This design comes from an exercise in tuning for small area on the open sky130 flow, not from production work.

## before
==> flow/design.v <==
module clockDiv (
    input  logic clk,
    input  logic rst,
    output logic tick
);
    localparam logic [14:0] S0   = 15'd3873;
    localparam logic [14:0] SR   = 15'd3872;
    localparam logic [14:0] ST   = 15'd18554;
    localparam logic [14:0] MASK = 15'd30716;
    logic [14:0] s;
    assign tick = ((s ^ ST) & MASK) == 15'd0;
    always_ff @(posedge clk) begin
        if (rst)       s <= S0;
        else if (tick) s <= SR;
        else           s <= {s[13:0], ~(s[14] ^ s[13])};
    end
endmodule
module btn_debouncer (
    input  logic clk,
    input  logic rst,
    input  logic tick,
    input  logic btn,
    output logic pulse
);
    localparam logic [1:0] IDLE = 2'b00, ARMED = 2'b01, HOLD1 = 2'b11, HOLD2 = 2'b10;
    logic [1:0] state;
    assign pulse = (state == HOLD1);
    always_ff @(posedge clk) begin
        if (rst) state <= IDLE;
        else if (tick) begin
            case (state)
                IDLE:    state <= btn ? ARMED : IDLE;
                ARMED:   state <= HOLD1;
                default: state <= btn ? HOLD2 : IDLE;
            endcase
        end
    end
endmodule
module uart_tx (
    input  logic       clk,
    input  logic       rst,
    input  logic       tick,
    input  logic [7:0] data,
    input  logic       push_btn,
    input  logic       send_btn,
    output logic       tx,
    output logic [7:0] TXREG
);
    logic [3:0] c;
    logic [7:0] q1, q2, q3, q4;
    logic [7:0] h;
    logic       idle;
    assign idle  = (c == 4'd0);
    assign TXREG = q4;
    always_comb begin
        case (c)
            4'd2:    tx = 1'b0;
            4'd3:    tx = h[0];
            4'd4:    tx = h[1];
            4'd5:    tx = h[2];
            4'd6:    tx = h[3];
            4'd7:    tx = h[4];
            4'd8:    tx = h[5];
            4'd9:    tx = h[6];
            4'd10:   tx = h[7];
            default: tx = 1'b1;
        endcase
    end
    always_ff @(posedge clk) begin
        if (rst) begin
            c  <= 4'd0;
            q1 <= 8'd0;
            q2 <= 8'd0;
            q3 <= 8'd0;
            q4 <= 8'd0;
        end else if (tick) begin
            if (idle) begin
                if (push_btn) begin
                    q4 <= data;
                    q3 <= q4;
                    q2 <= q3;
                    q1 <= q2;
                end
                if (send_btn) c <= 4'd1;
            end else if (c == 4'd11) c <= 4'd0;
            else c <= c + 4'd1;
        end
    end
    always_ff @(posedge clk) begin
        if (tick && idle && send_btn) h <= q1;
    end
endmodule
module uart_rx (
    input  logic       clk,
    input  logic       rst,
    input  logic       tick,
    input  logic       rxd,
    output logic [7:0] RXBUF
);
    logic       r;
    logic [2:0] m;
    always_ff @(posedge clk) begin
        if (rst) begin
            r     <= 1'b0;
            m     <= 3'd0;
            RXBUF <= 8'd0;
        end else if (tick) begin
            if (!r) begin
                RXBUF[7] <= 1'b0;
                if (!rxd) r <= 1'b1;
            end else begin
                RXBUF[m] <= rxd;
                m <= m + 3'd1;
                if (m == 3'd7) r <= 1'b0;
            end
        end
    end
endmodule
module top (
    input  logic       clk,
    input  logic       rst,
    input  logic [7:0] data,
    input  logic       BTNC,
    input  logic       BTND,
    input  logic       received,
    output logic       transmitted,
    output logic [7:0] RXBUF,
    output logic [7:0] TXREG
);
    logic tick, push, send;
    clockDiv      div (.clk(clk), .rst(rst), .tick(tick));
    btn_debouncer dbd (.clk(clk), .rst(rst), .tick(tick), .btn(BTND), .pulse(push));
    btn_debouncer dbc (.clk(clk), .rst(rst), .tick(tick), .btn(BTNC), .pulse(send));
    uart_tx transmitter (
        .clk(clk), .rst(rst), .tick(tick), .data(data),
        .push_btn(push), .send_btn(send), .tx(transmitted), .TXREG(TXREG)
    );
    uart_rx receiver (
        .clk(clk), .rst(rst), .tick(tick), .rxd(received), .RXBUF(RXBUF)
    );
endmodule
clock: 10.0 ns
lec_check: 0
cap_margin: 20
core_margin: 2
core_utilization: 40
place_density: 0.6
slew_margin: 20
run.sh (not shown) runs the stock make flow with config.mk's settings and CLKGATE_MAP_FILE= SYNTH_SCRIPT=/design/flow/synth_recipe.tcl, a recipe that flattens the netlist after the stock synthesis.
The final layout from before, which completed every stage, passed the timing, DRC and antenna checks at the end of the flow.
Edits applied to the flow inputs when going from before to after:
==> flow/flow/run.sh (new file) <==
#!/bin/bash
# Standard ORFS layout with smaller port buffers and a flat clock tree.
export BUFFER_PORTS_ARGS="-buffer_cell sky130_fd_sc_hd__buf_1"
export CTS_ARGS="-sink_clustering_enable -repair_clock_nets -dont_use_dummy_load -buf_list sky130_fd_sc_hd__clkbuf_16 -root_buf sky130_fd_sc_hd__clkbuf_16 -sink_clustering_size 100 -sink_clustering_max_diameter 500"
cp standard.sh standard_copy.sh.txt
bash standard.sh > standard.log 2>&1
==> flow/standard.sh (new file) <==
#!/bin/bash
# synth_recipe.tcl (not shown) runs the flow's synth.tcl, then flattens the netlist and writes it again
# the make line also repeats each setting of config.mk as NAME=value (left out here)
make -C /OpenROAD-flow-scripts/flow DESIGN_CONFIG=/design/flow/config.mk WORK_HOME=/design/flow/orfs CLKGATE_MAP_FILE= SYNTH_SCRIPT=/design/flow/synth_recipe.tcl "${@:-finish}"
removed: flow/run.sh
Findings:
Against before, setup slack in after came out better.
Diff before -> after: via count lower; clock latency of the later-clocked register in the worst-skew pair roughly the same.
after supports a higher top clock frequency than before.
No run of this note included a check of the RTL's function; only the layout flow was run.

## static timing again, ports no longer ideal
In the flow no input, the clock included, has a driving cell. The finished layouts below were timed again as built, in two steps.
Step 1: set_driving_cell puts a clkbuf_16 on clk and a buf_2 on each other input, an assumption about the parent block.
Step 2 times the ports against the registers' clock, not the clock port: input delays grow and output delays shrink by t, the midpoint of the rising clock arrivals with the driver on.
a / b / c = no drivers / after step 1 / after step 2; a / b = the first two.
run | t (ns) | setup WS [ns] | worst register clock-pin slew, ns
before | 0.358 | 5.468 / 5.473 / 5.115 | 0.08 / 0.08
after | 0.350 | 6.007 / 5.970 / 6.320 | 0.06 / 0.06
After both steps setup and hold are still met in every run listed. For before, which loses most, drivers alone change the setup slack by +0.005 ns; drivers and shift together by -0.353 ns.
